Source: an optimization exercise on an open RTL-to-GDS flow (aim: small area, a short achievable clock period and few clock cycles per item). Production flows keep margins and buffers that such runs may drop.
Function was checked by simulation only, so behaviour that the tests miss may differ from the original.

==> indigo <==
## DIVIDER_wrapper
module DIVIDER_wrapper(
    input clk, go, clr,
    input [1:0] func3,
    input [31:0] rs1, rs2,
    output done,
    output logic [31:0] rd);
==> module DIVIDER, before the edit <==
module DIVIDER (
    input  logic        clk, clr, go,
    input  logic [1:0]  func3,
    input  logic [31:0] rs1, rs2,
    output logic        done,
    output logic [31:0] rd
);
localparam logic [1:0] S_PREP = 2'd0, S_ITER = 2'd1, S_FIN = 2'd2;
logic [1:0]  state;
logic        done_r;
logic [31:0] R, B, Q;
logic [3:0]  cnt;
logic        neg_q, neg_r, is_rem;
assign done = done_r;
assign rd   = R;     
logic        sgn;
logic [31:0] abs_a, abs_b;
assign sgn   = ~func3[0];
assign abs_a = (sgn & rs1[31]) ? -rs1 : rs1;
assign abs_b = (sgn & rs2[31]) ? -rs2 : rs2;
logic [5:0]  za, zb;
logic [6:0]  dd;
logic        b_zero, short_op;
lzc32 lz_a (.x(R), .n(za));
lzc32 lz_b (.x(B), .n(zb));
assign dd       = {1'b0, zb} - {1'b0, za};
assign b_zero   = zb[5];
assign short_op = b_zero | dd[6];
logic [32:0] d1;
logic [33:0] d2;
logic [34:0] d3, csa_s, csa_c, x3, y3, z3;
logic        ge1, ge2, ge3;
assign d1 = {1'b0, R} - {1'b0, B};
assign d2 = {2'b0, R} - {1'b0, B, 1'b0};
assign x3 = {3'b0, R};
assign y3 = {3'b0, B};
assign z3 = ~{1'b0, B, 2'b0};
assign csa_s = x3 ^ y3 ^ z3;
assign csa_c = (x3 & y3) | (x3 & z3) | (y3 & z3);
assign d3 = csa_s + {csa_c[33:0], 1'b1};
assign ge1 = ~d1[32];
assign ge2 = ~d2[33];
assign ge3 = ~d3[34];
logic [31:0] r_next;
logic [1:0]  qd;
always_comb begin
    if (ge3)      r_next = d3[31:0];
    else if (ge2) r_next = d2[31:0];
    else if (ge1) r_next = d1[31:0];
    else          r_next = R;
end
assign qd = {ge2, ge3 | (ge1 & ~ge2)};
logic [31:0] negx;
assign negx = -R;
logic need_neg;
assign need_neg = is_rem ? neg_r : neg_q;
always_ff @(posedge clk) begin
    if (clr) begin
        done_r <= 1'b1;
        state  <= S_PREP;
    end else if (done_r) begin
        if (go) begin
            R      <= abs_a;
            B      <= abs_b;
            is_rem <= func3[1];
            neg_r  <= sgn & rs1[31];
            neg_q  <= sgn & (rs1[31] ^ rs2[31]) & (rs2 != 32'b0);
            state  <= S_PREP;
            done_r <= 1'b0;
        end
    end else begin
        case (state)
        S_PREP: begin
            B   <= B << {dd[4:1], 1'b0};
            cnt <= dd[4:1];
            Q   <= 32'b0;
            if (short_op & ~is_rem) R <= {32{b_zero}};
            if (short_op) begin
                if (is_rem & neg_r) state <= S_FIN;
                else done_r <= 1'b1;
            end else begin
                state <= S_ITER;
            end
        end
        S_ITER: begin
            if ((cnt == 4'd0) & ~is_rem) R <= {Q[29:0], qd};
            else                         R <= r_next;
            Q   <= {Q[29:0], qd};
            B   <= {2'b0, B[31:2]};
            cnt <= cnt - 4'd1;
            if (cnt == 4'd0) begin
                if (need_neg) state <= S_FIN;
                else done_r <= 1'b1;
            end
        end
        default: begin
            R <= negx;
            done_r <= 1'b1;
        end
        endcase
    end
end
endmodule
Settings: LEC_CHECK=0, ABC_CLOCK_PERIOD_IN_PS=3000, CAP_MARGIN=20, CORE_MARGIN=2, CORE_UTILIZATION=65, PLACE_DENSITY=0.75, SETUP_SLACK_MARGIN=5, SLEW_MARGIN=20; clock period 10.0 ns.
run.sh (not shown) runs the stock make flow with config.mk's settings and CLKGATE_MAP_FILE= SYNTH_SCRIPT=/design/flow/synth_recipe.tcl, a recipe that flattens the netlist after the stock synthesis.
==> inputs of ember, as changes to indigo <==
--- a/flow/design.v
+++ b/flow/design.v
@@ -6,17 +6,18 @@
     output logic [31:0] rd
 );
-localparam logic [1:0] S_PREP = 2'd0, S_ITER = 2'd1, S_FIN = 2'd2;
-logic [1:0]  state;
+localparam logic S_PREP = 1'b0, S_ITER = 1'b1;
+logic        state;
 logic        done_r;
 logic [31:0] R, B, Q;
 logic [3:0]  cnt;
 logic        neg_q, neg_r, is_rem;
+logic        neg_out;    
 assign done = done_r;
-assign rd   = R;     
+cneg32 rdneg (.x(R), .s(neg_out), .y(rd));
 logic        sgn;
 logic [31:0] abs_a, abs_b;
 assign sgn   = ~func3[0];
-assign abs_a = (sgn & rs1[31]) ? -rs1 : rs1;
-assign abs_b = (sgn & rs2[31]) ? -rs2 : rs2;
+cneg32 absa (.x(rs1), .s(sgn & rs1[31]), .y(abs_a));
+cneg32 absb (.x(rs2), .s(sgn & rs2[31]), .y(abs_b));
 logic [5:0]  za, zb;
 logic [6:0]  dd;
@@ -31,6 +32,6 @@
 logic [34:0] d3, csa_s, csa_c, x3, y3, z3;
 logic        ge1, ge2, ge3;
-assign d1 = {1'b0, R} - {1'b0, B};
-assign d2 = {2'b0, R} - {1'b0, B, 1'b0};
+addsk #(.W(33)) add1 (.a({1'b0, R}), .b(~{1'b0, B}), .cin(1'b1), .s(d1));
+addsk #(.W(34)) add2 (.a({2'b0, R}), .b(~{1'b0, B, 1'b0}), .cin(1'b1), .s(d2));
 assign x3 = {3'b0, R};
 assign y3 = {3'b0, B};
@@ -38,5 +39,5 @@
 assign csa_s = x3 ^ y3 ^ z3;
 assign csa_c = (x3 & y3) | (x3 & z3) | (y3 & z3);
-assign d3 = csa_s + {csa_c[33:0], 1'b1};
+addsk #(.W(35)) add3 (.a(csa_s), .b({csa_c[33:0], 1'b1}), .cin(1'b0), .s(d3));
 assign ge1 = ~d1[32];
 assign ge2 = ~d2[33];
@@ -51,8 +52,25 @@
 end
 assign qd = {ge2, ge3 | (ge1 & ~ge2)};
-logic [31:0] negx;
-assign negx = -R;
 logic need_neg;
 assign need_neg = is_rem ? neg_r : neg_q;
+always_ff @(posedge clk) begin
+    if (done_r) begin
+        B      <= abs_b;
+        is_rem <= func3[1];
+        neg_r  <= sgn & rs1[31];
+        neg_q  <= sgn & (rs1[31] ^ rs2[31]) & (rs2 != 32'b0);
+    end else if (state == S_PREP) begin
+        B      <= B << {dd[4:1], 1'b0};
+    end else begin
+        B      <= {2'b0, B[31:2]};
+    end
+    if (state == S_PREP) begin
+        Q   <= 32'b0;
+        cnt <= dd[4:1];
+    end else begin
+        Q   <= {Q[29:0], qd};
+        cnt <= cnt - 4'd1;
+    end
+end
 always_ff @(posedge clk) begin
     if (clr) begin
@@ -62,8 +80,4 @@
         if (go) begin
             R      <= abs_a;
-            B      <= abs_b;
-            is_rem <= func3[1];
-            neg_r  <= sgn & rs1[31];
-            neg_q  <= sgn & (rs1[31] ^ rs2[31]) & (rs2 != 32'b0);
             state  <= S_PREP;
             done_r <= 1'b0;
@@ -72,11 +86,8 @@
         case (state)
         S_PREP: begin
-            B   <= B << {dd[4:1], 1'b0};
-            cnt <= dd[4:1];
-            Q   <= 32'b0;
             if (short_op & ~is_rem) R <= {32{b_zero}};
+            neg_out <= is_rem & neg_r;
             if (short_op) begin
-                if (is_rem & neg_r) state <= S_FIN;
-                else done_r <= 1'b1;
+                done_r <= 1'b1;
             end else begin
                 state <= S_ITER;
@@ -86,19 +97,47 @@
             if ((cnt == 4'd0) & ~is_rem) R <= {Q[29:0], qd};
             else                         R <= r_next;
-            Q   <= {Q[29:0], qd};
-            B   <= {2'b0, B[31:2]};
-            cnt <= cnt - 4'd1;
             if (cnt == 4'd0) begin
-                if (need_neg) state <= S_FIN;
-                else done_r <= 1'b1;
+                neg_out <= need_neg;
+                done_r  <= 1'b1;
             end
-        end
-        default: begin
-            R <= negx;
-            done_r <= 1'b1;
         end
         endcase
     end
 end
+endmodule
+module cneg32 (
+    input  logic [31:0] x,
+    input  logic        s,
+    output logic [31:0] y
+);
+    logic [31:0] orp;
+    always_comb begin
+        orp = x;
+        for (int l = 0; l < 5; l++)
+            for (int i = 0; i < 32; i++)
+                if (i[l]) orp[i] = orp[i] | orp[((i >> l) << l) - 1];
+    end
+    assign y = x ^ ({orp[30:0], 1'b0} & {32{s}});
+endmodule
+module addsk #(parameter int W = 32, parameter int LG = 6) (
+    input  logic [W-1:0] a, b,
+    input  logic         cin,
+    output logic [W-1:0] s
+);
+    logic [W-1:0] p, g, pp, gg;
+    always_comb begin
+        p  = a ^ b;
+        g  = a & b;
+        pp = p;
+        gg = g;
+        gg[0] = g[0] | (p[0] & cin);
+        for (int l = 0; l < LG; l++)
+            for (int i = 0; i < W; i++)
+                if (i[l]) begin
+                    gg[i] = gg[i] | (pp[i] & gg[((i >> l) << l) - 1]);
+                    pp[i] = pp[i] & pp[((i >> l) << l) - 1];
+                end
+        s = p ^ {gg[W-2:0], cin};
+    end
 endmodule
 module lzc32 (
CORE_UTILIZATION = 40   (was 65)
PLACE_DENSITY = unset   (was 0.75)
==> notes <==
- Sequential share of layout area: ember is lower than indigo (2.4 points).
- Between indigo and ember, the lower area after synthesis is in ember (gap about 13%, measured against ember).
- In sequential cell count, indigo and ember do not differ.
- In ember the utilization is lower than in indigo, by 27 points.
- Between indigo and ember, the lower global-route usage is in ember (gap 18 points).
==> figures <==
Buffers inserted during post-CTS setup optimization: indigo 3; ember 11
Mean cell area of the mapped netlist: indigo 7.83 um^2; ember 7.79 um^2
Pin count of the biggest net entering global routing: indigo 70; ember 76
Commonest non-fill, non-tap cell in the layout: indigo a21oi_1; ember nand2_1
Non-clk invs: indigo 161; ember 134
Share of synthesized cell area in and, or, nand and nor gates: indigo 18.4%; ember 19.3%
Most frequent cell after synthesis: indigo a21oi_1; ember nand2_1
Floorplan row count: indigo 55; ember 66
Result of the run: indigo complete, no violations; ember complete, no violations
Portion of the layout cell area used by non-clock buffers: indigo 7.92%; ember 8.72%
Number of diodes added for antenna fixing: indigo 0; ember 1
Testbench counts of indigo, summed over its fixed seeds: cycles 22,314, items 3,200.
Testbench counts of ember, summed over its fixed seeds: cycles 21,603, items 3,200.

[re-timing with driven ports]
The results above use ideal ports. As a check the final layouts listed here were re-extracted and re-timed, cells and wires unchanged. Step 1: set_driving_cell puts a clkbuf_16 on clk and a buf_2 on each other input, an assumption about the parent block. Step 2 adds t to the input delays and takes it off the output delays; t is the mean of the earliest and latest rising clock arrival at the registers after step 1. Input paths then give back, and output paths get back, about the clock's delay inside the block. a / b / c = ideal / step 1 / step 2; a / b = the first two.
run	t, ns	setup slack, ns	worst slew at a driven data input, ns
indigo	0.417	4.998 / 5.018 / 4.601	0.06
ember	0.423	4.942 / 4.888 / 4.744	0.04
After both steps every run listed still meets setup and hold. The setup slack of indigo, which loses most, moves by +0.020 ns with the drivers and by -0.397 ns with both steps.
